Source: an optimization exercise on an open RTL-to-GDS flow (aim: small area and a short achievable clock period). Production flows keep margins and buffers that such runs may drop.
Function not checked in this run: the RTL went through the layout flow alone.
No activity file was given, so power comes from the tool's default toggle rates.

<file path="flow/design.v">
module cache #(
    parameter DATA_WIDTH  = 32,
    parameter ADDR_WIDTH  = 16,
    parameter NUM_BLOCKS  = 8,
	parameter NUM_OPS     = 32,
    parameter BLOCK_DEPTH = 64   
) (
    input  logic clk,
    input  logic reset,
    input  logic read_enable,
    input  logic write_enable,
	input  logic received_request,
	input  logic [$clog2(NUM_OPS)-1:0] w_op,
	input  logic [$clog2(NUM_OPS)-1:0] r_op,
    input  logic [ADDR_WIDTH-1:0] w_address,
	input  logic [ADDR_WIDTH-1:0] r_address,
    input  logic [DATA_WIDTH-1:0] write_data,
	output logic [$clog2(NUM_OPS)-1:0]                    req_op,
	output logic [(ADDR_WIDTH - $clog2(NUM_BLOCKS))-1: 0] req_tag,
	output logic [$clog2(NUM_BLOCKS)-1: 0]                req_index,
	output logic                                          valid_request,
	output logic [DATA_WIDTH-1:0]      data_out,
	output logic [$clog2(NUM_OPS)-1:0] op_out,
	output logic                       stall_out,  
    output logic                       hit,
	output logic                       miss
);
    localparam BLOCK_INDEX_BITS = $clog2(NUM_BLOCKS);
    localparam TAG_BITS = ADDR_WIDTH - BLOCK_INDEX_BITS;
    logic [BLOCK_INDEX_BITS-1:0] w_index, r_index;
    logic [TAG_BITS-1:0] w_tag, r_tag;
    assign w_index = w_address[BLOCK_INDEX_BITS-1:0];
    assign w_tag = w_address[ADDR_WIDTH-1:ADDR_WIDTH-TAG_BITS];
	assign r_index = r_address[BLOCK_INDEX_BITS-1:0];
    assign r_tag = r_address[ADDR_WIDTH-1:ADDR_WIDTH-TAG_BITS];
    logic [DATA_WIDTH-1:0]        BLOCK_data[NUM_BLOCKS-1:0];
    logic [TAG_BITS-1:0]          BLOCK_tags[NUM_BLOCKS-1:0];
	logic [$clog2(NUM_OPS)-1:0]   BLOCK_ops [NUM_BLOCKS-1:0];
    logic valid[NUM_BLOCKS-1:0];  
	logic [BLOCK_INDEX_BITS-1:0] index_r;
    logic [TAG_BITS-1:0]         tag_r;
	logic [$clog2(NUM_OPS)-1:0]  op_r;
	logic received_request_r;
	logic sent_request;
	logic read_stall;
	logic stall_on_write;
	assign stall_out = read_stall || stall_on_write;
    always_ff @(posedge clk) begin
        if (reset) begin
            for (int i = 0; i < NUM_BLOCKS; i++) begin
                valid[i] <= 0;
            end
			hit           <= 1'b0;
            miss          <= 1'b0;
			index_r       <= '0;
			op_r          <= '0;
			tag_r         <= '0;
			data_out      <= '0;
			op_out        <= '0;
			read_stall    <= '0;
			stall_on_write <= '0;
			req_index     <= '0;
			req_op        <= '0;
			req_tag       <= '0;
			received_request_r = 1'b0;
			sent_request  <= 1'b0;
			valid_request <= 1'b0;
        end 
		else begin
            hit <= 0;
            miss <= 0;
			valid_request <= 0;
			stall_on_write <= 0;
			if (received_request) begin
				sent_request <= 1'b0;
				received_request_r = 1'b1;
			end
            if (write_enable) begin
				stall_on_write <= 1'b1;
                BLOCK_data[w_index%NUM_BLOCKS] <= write_data;
                BLOCK_tags[w_index%NUM_BLOCKS] <= w_tag;
				BLOCK_ops [w_index%NUM_BLOCKS] <= w_op;
                valid[w_index] <= 1;
				data_out <= write_data;
				op_out   <= w_op;
            end 
			else if (read_enable || read_stall) begin
				if (read_stall) begin
					if (received_request_r) begin
						read_stall    <= 1'b0;
						req_index     <= index_r;
						req_op        <= op_r;
						req_tag       <= tag_r;
						sent_request  <= 1'b1;
						valid_request <= 1'b1;
						received_request_r  = 1'b0;
					end
				end
				else begin
					tag_r   <= r_tag;
					op_r    <= r_op;
					index_r <= r_index;
					if (valid[r_index%NUM_BLOCKS] && BLOCK_tags[r_index%NUM_BLOCKS] == r_tag) begin
						hit <= 1;
						data_out <= BLOCK_data[r_index%NUM_BLOCKS];
						op_out   <= BLOCK_ops [r_index%NUM_BLOCKS];
					end 
					else begin
						miss <= 1;
						if (!received_request_r && sent_request)
							read_stall <= 1'b1;
						else begin
							req_index     <= r_index;
							req_op        <= r_op;
							req_tag       <= r_tag;
							sent_request  <= 1'b1;
							valid_request <= 1'b1;
							received_request_r  = 1'b0;
						end
					end
				end
            end
        end
    end
endmodule
module mshr #(parameter TAG_WIDTH = 8, INDEX_WIDTH = 4, DATA_WIDTH = 16, 
					    NUM_OPS = 32, NUM_MISSES = 4) 
	(
	input  logic                             clk, rst, valid_request,
	input  logic [TAG_WIDTH-1:0]             requested_tag,
	input  logic [INDEX_WIDTH-1:0]           requested_index,
	input  logic [$clog2(NUM_OPS)-1:0]       requested_operation,
	input  logic [DATA_WIDTH-1:0]            mm_ret_data,
	input  logic [$clog2(NUM_OPS)-1:0]       mm_ret_operation,
	input  logic 							 mm_ret_valid,
	output logic 							 received_request,
	output logic                             miss_returned,              
	output logic                             stall,                      
	output logic [DATA_WIDTH-1:0]            miss_data,
	output logic [TAG_WIDTH-1:0]             miss_tag,
	output logic [INDEX_WIDTH-1:0]           miss_index,
	output logic [$clog2(NUM_OPS)-1:0]       miss_operation,
	output logic [TAG_WIDTH+INDEX_WIDTH-1:0] mm_req,
	output logic [$clog2(NUM_OPS)-1:0]       mm_req_operation,
	output logic 							 mm_req_valid
	);
	logic [NUM_MISSES-1:0]                      valid_r;
	logic [NUM_MISSES-1:0][TAG_WIDTH-1:0]       tag_r;
	logic [NUM_MISSES-1:0][INDEX_WIDTH-1:0]     index_r;
	logic [NUM_MISSES-1:0][$clog2(NUM_OPS)-1:0] op_r;
	logic [$clog2(NUM_MISSES)-1:0]              avail_index;
	logic [$clog2(NUM_MISSES)-1:0]              ret_index;
	logic                                       stall_on_next;
	logic                                       clear_row;
	logic                                       update_index;
	logic [$clog2(NUM_MISSES)-1:0]              avail_n;
	logic [$clog2(NUM_MISSES)-1:0]              ret_n;
	logic                                       stall_n;
	logic                                       found;
	always_ff @(posedge clk) begin
		if (rst) begin
			valid_r          <= '0;
			tag_r            <= '0;
			index_r          <= '0;
			op_r             <= '0;
			avail_index      <= '0;
			update_index     <= 1'b0;
			ret_index        <= 'd0;
			clear_row 		 <= 1'b0;
			stall_on_next	 <= 1'b0;
			miss_returned    <= 1'b0;
			miss_data        <= 'd0;
			miss_tag	     <= 'd0;
			miss_index       <= 'd0;
			miss_operation   <= 'd0;
			mm_req_valid     <= '0;
			mm_req	         <= '0;
			mm_req_operation <= '0;
			received_request <= 1'b0;
		end
		else begin
			avail_n = avail_index;
			ret_n   = ret_index;
			stall_n = stall_on_next;
			if (clear_row) begin
				valid_r [ret_index] <= '0;
				tag_r   [ret_index] <= '0;
				index_r [ret_index] <= '0;
				op_r    [ret_index] <= '0;
			end
			if (clear_row) begin
				clear_row <= 1'b0;
				stall_n = 1'b0;
			end
			if (mm_ret_valid) begin
				for (int i=0; i < NUM_MISSES; i++) begin
					if (mm_ret_operation == op_r[i]) begin
						ret_n = i;
						clear_row <= 1'b1;
						avail_n = i;
						miss_returned <= 1'b1;
						miss_data <= mm_ret_data;
						miss_operation <= op_r[i];
						miss_index <= index_r[i];
						miss_tag <= tag_r[i];
					end
				end
			end
			else begin
				miss_returned <= 1'b0;
				clear_row <= 1'b0;
			end
			if (update_index) begin
				if (valid_r == '1)
					stall_n = 1'b1;
				else begin
					found = 1'b0;
					for (int i=0; i<NUM_MISSES; i++) begin
						if (valid_r[i] == 1'b0 && !found) begin
							avail_n = i;
							found = 1'b1;
						end
					end
				end
			end
			if (valid_r == '1 && !clear_row)
				stall_n = 1'b1;
			if (valid_request && !stall_n && !mm_ret_valid) begin
				valid_r[avail_n] <= 1'b1;
				tag_r  [avail_n] <= requested_tag;
				index_r[avail_n] <= requested_index;
				op_r   [avail_n] <= requested_operation;
				update_index     <= 1'b1;
				received_request <= 1'b1;
				mm_req_valid <= 1'b1;
				mm_req_operation <= requested_operation;
				mm_req[TAG_WIDTH+INDEX_WIDTH-1:INDEX_WIDTH] <= requested_tag;
				mm_req[INDEX_WIDTH-1:0] <= requested_index;
			end
			else begin
				received_request <= 1'b0;
				mm_req_valid     <= 1'b0;
				update_index     <= 1'b0;
			end
			avail_index   <= avail_n;
			ret_index     <= ret_n;
			stall_on_next <= stall_n;
		end
	end	
	assign stall = stall_on_next && valid_request;
endmodule
module non_blocking_cache #(
    parameter DATA_WIDTH  = 32,
    parameter ADDR_WIDTH  = 16,
    parameter NUM_BLOCKS  = 64,
	parameter NUM_OPS     = 32,
	parameter NUM_MISSES  = 32,
    parameter BLOCK_DEPTH = 64   
) (
    input  logic clk,
    input  logic reset,
    input  logic read_enable,
	input  logic [ADDR_WIDTH-1:0] read_address,
	input  logic [$clog2(NUM_OPS)-1:0] read_op,
	output logic [DATA_WIDTH-1:0]      data_out,
	output logic [$clog2(NUM_OPS)-1:0] op_out,
	output logic                       stall,  
    output logic                       hit,
	output logic                       miss,
	input  logic [DATA_WIDTH-1:0]            mm_ret_data,
	input  logic [$clog2(NUM_OPS)-1:0]       mm_ret_op,
	input  logic 							 mm_ret_valid,
	output logic [ADDR_WIDTH-1:0] mm_req,
	output logic [$clog2(NUM_OPS)-1:0]       mm_req_op,
	output logic 							 mm_req_valid
);
	localparam BLOCK_INDEX_BITS = $clog2(NUM_BLOCKS);
    localparam TAG_BITS = ADDR_WIDTH - BLOCK_INDEX_BITS;
	logic cache_write_enable, cache_stall, mshr_stall;
    logic [$clog2(NUM_OPS)-1:0] write_op;
    logic [ADDR_WIDTH-1:0] write_address;
	logic [DATA_WIDTH-1:0] write_data;
	logic [$clog2(NUM_OPS)-1:0]                    req_op;
	logic [(ADDR_WIDTH - $clog2(NUM_BLOCKS))-1: 0] req_tag;
	logic [$clog2(NUM_BLOCKS)-1: 0]                req_index;
	logic [(ADDR_WIDTH - $clog2(NUM_BLOCKS))-1: 0] miss_tag;
	logic [$clog2(NUM_BLOCKS)-1: 0]                miss_index;
	logic                                          valid_request;
	logic                                          received_request;
	assign write_address[BLOCK_INDEX_BITS-1:0]             = miss_index;
	assign write_address[ADDR_WIDTH-1:ADDR_WIDTH-TAG_BITS] = miss_tag;
	assign stall 										   = cache_stall || mshr_stall;
	cache #(.DATA_WIDTH(DATA_WIDTH),
		    .ADDR_WIDTH(ADDR_WIDTH),
		    .NUM_BLOCKS(NUM_BLOCKS),
		    .NUM_OPS(NUM_OPS),
		    .BLOCK_DEPTH(BLOCK_DEPTH))
	DM_CACHE
    (.clk             (clk),
	 .reset           (reset),
	 .read_enable     (read_enable),
	 .write_enable    (cache_write_enable),
	 .received_request(received_request),
	 .w_op            (write_op),
	 .r_op			  (read_op),
	 .w_address       (write_address),
	 .r_address       (read_address),
	 .write_data      (write_data),
	 .req_op          (req_op),
	 .req_tag         (req_tag),
	 .req_index       (req_index),
	 .valid_request   (valid_request),
	 .data_out        (data_out),
	 .op_out          (op_out),
	 .stall_out      (cache_stall),
	 .hit             (hit),
	 .miss            (miss)
    );
	mshr #(.TAG_WIDTH(ADDR_WIDTH - $clog2(NUM_BLOCKS)),
		   .INDEX_WIDTH($clog2(NUM_BLOCKS)),
		   .DATA_WIDTH(DATA_WIDTH),
		   .NUM_OPS(NUM_OPS),
		   .NUM_MISSES(NUM_MISSES)) 
	MSHR
	(.clk(clk),
	 .rst(reset),
	 .valid_request(valid_request),
	 .requested_tag(req_tag),
	 .requested_index(req_index),
	 .requested_operation(req_op),
	 .mm_ret_data(mm_ret_data),
	 .mm_ret_operation(mm_ret_op),
	 .mm_ret_valid(mm_ret_valid),
	 .mm_req(mm_req),
	 .mm_req_operation(mm_req_op),
	 .mm_req_valid(mm_req_valid),
	 .received_request(received_request),
	 .miss_returned(cache_write_enable),
	 .miss_data(write_data),
	 .miss_tag(miss_tag),
	 .miss_index(miss_index),
	 .miss_operation(write_op),
	 .stall(mshr_stall)
	);
endmodule
</file>
<file path="flow/run.sh">
#!/bin/bash
# synth_recipe.tcl (not shown) runs the flow's synth.tcl, then flattens the netlist and writes it again
# the make line also repeats each setting of config.mk as NAME=value (left out here)
make -C /OpenROAD-flow-scripts/flow DESIGN_CONFIG=/design/flow/config.mk WORK_HOME=/design/flow/orfs CLKGATE_MAP_FILE= SYNTH_SCRIPT=/design/flow/synth_recipe.tcl finish
</file>
<file path="flow/config.mk">
export PLATFORM = sky130hd
export DESIGN_NAME = non_blocking_cache
export DESIGN_NICKNAME = non_blocking_cache
export VERILOG_FILES = /design/flow/design.v
export SDC_FILE = /design/flow/constraint.sdc
export NUM_CORES = 4
export LEC_CHECK = 0
export CAP_MARGIN = 20
export CORE_MARGIN = 2
export CORE_UTILIZATION = 40
export SLEW_MARGIN = 20
</file>
<file path="flow/constraint.sdc">
create_clock -name core_clock -period 10.0 [get_ports {clk}]
set_input_delay 2.0000 -clock core_clock [delete_from_list [all_inputs] [get_ports {clk}]]
set_output_delay 2.0000 -clock core_clock [all_outputs]
set_load 0.01 [all_outputs]
</file>
==> results.txt <==
die area=418000 sq um; clk_skew=a little over 0.09 ns; GRT Util Overall=0.307; CTS max path bufs=4; number of flops mapped to enable cells by yosys=about 3000; syn avg cell area=15.4 sq um; drt pass-1 iters=9; leakage=~61 nW; routed via count=111000; pre-CTS setup slack=0.759 ns; post-route cell area=192000 sq um; vias in the first global route=roughly 110k; total of max-cap violations=0; Post-synth top flop=edfxtp_1; peak supply drop=0.164 mV; dpl cell area=178000 sq um; number of warnings issued by yosys=2; synthesized area=approximately 170000 sq um; largest net degree at the start of global routing=roughly 130; crit start category=input pin; PD cells=approximately 210 nW/um^2; CTS tree=done; delay of the slowest cell on the worst path=between 0.7 and 0.8 ns; post-synth cell types=roughly 110; Final Setup Violations=0; setup ws final=roughly 1.5 ns; total negative setup slack=0 ns; initial drt markers=about 16000; Hold Vio Cnt, Final=0; Initial Util=0.401; Power Total=40.3 mW; clk root buf=clkbuf_16; status=no timing/DRC/antenna violations; async set or reset register ratio after synthesis=0; Area Overhead vs Synth=16.2%; Max-Slew Margin vs Limit=0.190; DRC=0; Clk Latency, worst-skew pair=a little over 1 ns; Crit path arrival time=around 9.5 ns; number of setup buffers added after CTS=0; post_cts resized=0; worst endpoint required time=10.90 ns; wire per inst=38.0 um; post-DP HPWL=427000 um; TritonCTS Sinks=between 3000 and 4000; nets=11500; FMAX=117 MHz; register area share after synthesis=0.660; #FFs+latches synth=around 4000; core area=412000 sq um; final WL=about 660000 um; Max FO, Critical Path=35; # IOs=about 120; Die W=about 650 um; CTS clk-pin slew, worst paths=approximately 0.060 ns; via density per instance=6.45; final period utilization=0.855; RD Place Congestion=1.02; Mapped Nets=around 11000; Max Slew Vio Count=0; antenna violations before repair=50; layout cells sized above 1=0.237; H-tree depth=5; first-pass GRT wire length=between 800000 and 900000 um; Vert. Die Dim=about 650 um; hold_ws=around 0.45 ns; Critical-path top delay cell=a211oi_1; Worst-Margin Slew=approximately 1.2 ns; Hold WC Path Type=reg -> reg; critical path class=in -> reg; Antenna Violating Nets Remaining=0; GRT overflow=0; Hold-fix buffers, CTS=0; Cells after Synth=between 10000 and 15000; most used cell, CP=buf_4; TritonCTS buffer count=just over 400; crit path time final=~8.5 ns; row count=236; RSZ-0062 raised after global routing=false; PortBufs=around 120; Worst setup EP type=flip-flop
## layout by cell type, fill, tap and decap left out, types with 67 or more instances in the layout
cell / count
a21o_1: 103
a21oi_1: 415
a221oi_1: 101
a22o_1: 175
a22oi_1: 75
buf_4: 821
clkbuf_1: 102
clkbuf_16: 420
clkdlybuf4s50_1: 111
clkinv_2: 67
dfxtp_1: 907
edfxtp_1: 3008
inv_1: 141
mux2i_1: 78
mux4_2: 1001
nand2_1: 756
nand3_1: 280
nor2_1: 613
nor3_1: 128
o211ai_1: 104
o21ai_0: 357
o22ai_1: 204
xnor2_1: 111
xor2_1: 101
## per-layer routing
layer	share of wire	vias to the layer above	routed length, um	GRT usage
li1	-	44600	-	-
met1	0.40	58700	260000	0.416
met2	0.46	6728	298000	0.476
met3	0.094	1379	61600	0.0613
met4	0.054	8	35700	0.145
met5	0.000093	-	61	0.000231
## layout make-up
class / instances / area, sq um
Antenna cell: 37 / 92.6
Clock buffer: 562 / 11400
Clock inverter: 201 / 2090
Fill cell: 35700 / 220000
Inverter: 149 / 567
Multi-Input combinational cell: 5881 / 53300
Sequential cell: 3950 / 109000
Tap cell: 5474 / 6850
Timing Repair Buffer: 1002 / 8570
## worst paths after layout
check	start	to	slack [ns]	cells past startpoint
min	DM_CACHE.valid[5]$_DFF_P_	DM_CACHE.valid[5]$_DFF_P_	0.45	1
max reg2reg	MSHR.valid_r[4]$_SDFF_PP0_	MSHR.index_r[81]$_SDFF_PP0_	2.49	25
min reg2reg	DM_CACHE.valid[5]$_DFF_P_	DM_CACHE.valid[5]$_DFF_P_	0.45	1
max	mm_ret_op[1]	MSHR.index_r[81]$_SDFF_PP0_	1.45	29
## logic make-up (layout without fill, tap and decap cells)
logic type	after synthesis	after routing	synth area share
multiplexers	1112	1112	0.143
buffers and inverters	870	1914	0.0216
AND/OR/NAND/NOR	2220	2220	0.0606
other	0	37	0
adder cells (fa/ha/maj)	45	45	0.00359
XOR/XNOR	215	215	0.0114
flip-flops	3950	3950	0.660
AO/OA/AOI/OAI	2289	2289	0.0989
## flip-flops by register name, indices dropped and copies added, names as in the netlist, 10 cells and up
signal               cells
DM_CACHE.data_out       32
MSHR.mm_req             16
MSHR.valid_r            32
DM_CACHE.req_tag        10
DM_CACHE.valid          64
DM_CACHE.BLOCK_ops     320
DM_CACHE.BLOCK_data   2048
MSHR.tag_r             320
MSHR.miss_tag           10
MSHR.op_r              160
DM_CACHE.BLOCK_tags    640
DM_CACHE.tag_r          10
MSHR.index_r           192
MSHR.miss_data          32
## Yosys cell counts (all sizes together) (18+ instances only)
| library cell | instances | area [sq um] |
|---|---|---|
| edfxtp | 3008 | 90300 |
| mux4 | 1001 | 22500 |
| dfxtp | 942 | 18900 |
| nand2 | 763 | 2880 |
| nor2 | 682 | 2560 |
| clkbuf | 508 | 1910 |
| a21oi | 425 | 2160 |
| o21ai | 370 | 1860 |
| nand3 | 286 | 1450 |
| buf | 213 | 1110 |
| o22ai | 204 | 1280 |
| a22o | 175 | 1530 |
| inv | 147 | 554 |
| nor3 | 143 | 766 |
| xnor2 | 113 | 997 |
| o211ai | 105 | 793 |
| a21o | 103 | 773 |
| xor2 | 102 | 893 |
| a221oi | 101 | 885 |
| mux2i | 79 | 795 |
| a22oi | 75 | 563 |
| and3 | 65 | 407 |
| a211oi | 62 | 475 |
| a32o | 61 | 611 |
| a32oi | 61 | 534 |
| a31oi | 55 | 350 |
| nand4 | 55 | 344 |
| o2111ai | 54 | 473 |
| o32ai | 46 | 403 |
| and2 | 43 | 269 |
| ha | 41 | 513 |
| a311oi | 39 | 342 |
| a221o | 35 | 350 |
| mux2 | 32 | 360 |
| nor4 | 31 | 225 |
| o31ai | 31 | 238 |
| a211o | 30 | 263 |
| o2bb2ai | 28 | 245 |
| nand2b | 25 | 156 |
| o21a | 25 | 188 |
| nor2b | 22 | 138 |
| a2111oi | 21 | 278 |
| o221ai | 20 | 175 |
| or3 | 18 | 113 |
## stage by stage
step                std cells   util
floorplan               10700      -
global placement        16500  0.433
detailed placement      16500  0.433
CTS                     17200  0.466
global route            17200  0.466
finish                  17300  0.466
## critical path: cells and delay by family
family | cells | cell delay (ns)
xor gates and xnor gates | 2 | 0.28
and+or+nand+nor | 11 | 2.00
adders and majority gates | 2 | 0.51
buffers and inverters | 7 | 2.19
AOI/OAI and AO/OA | 7 | 2.38
## where the power goes
group / internal, mW / switching, mW / total, mW
registers: 17.9 / 0.273 / 18.2
clock network: 8.90 / 6.62 / 15.5
logic: 1.94 / 4.73 / 6.67
total: 28.7 / 11.6 / 40.3

afterwards: timing with drivers on the ports:
No port has a modelled driver above. Below, the same layout with a new extraction and two added sets of constraints.
Step 1 assumes that a clkbuf_16 drives the clock port and a buf_2 every other input.
Step 2 moves the port delays by t, midway between the first and last clock arrival at a register: inputs arrive t later, outputs are due t later. That takes back most of the time a late clock gives input paths.
Three values: ideal, step 1, step 2; two values: the first two.
t (ns): 1.082
setup WS [ns]: 1.454 / 1.462 / 0.380
hold slack, ns: 0.451 / 0.451 / 0.451
worst setup path after step 2: input to register
pins driven straight from the clock port: 1
After both steps setup and hold are still met in this run. The setup slack of this run moves by +0.008 ns with the drivers and by -1.074 ns with both steps.
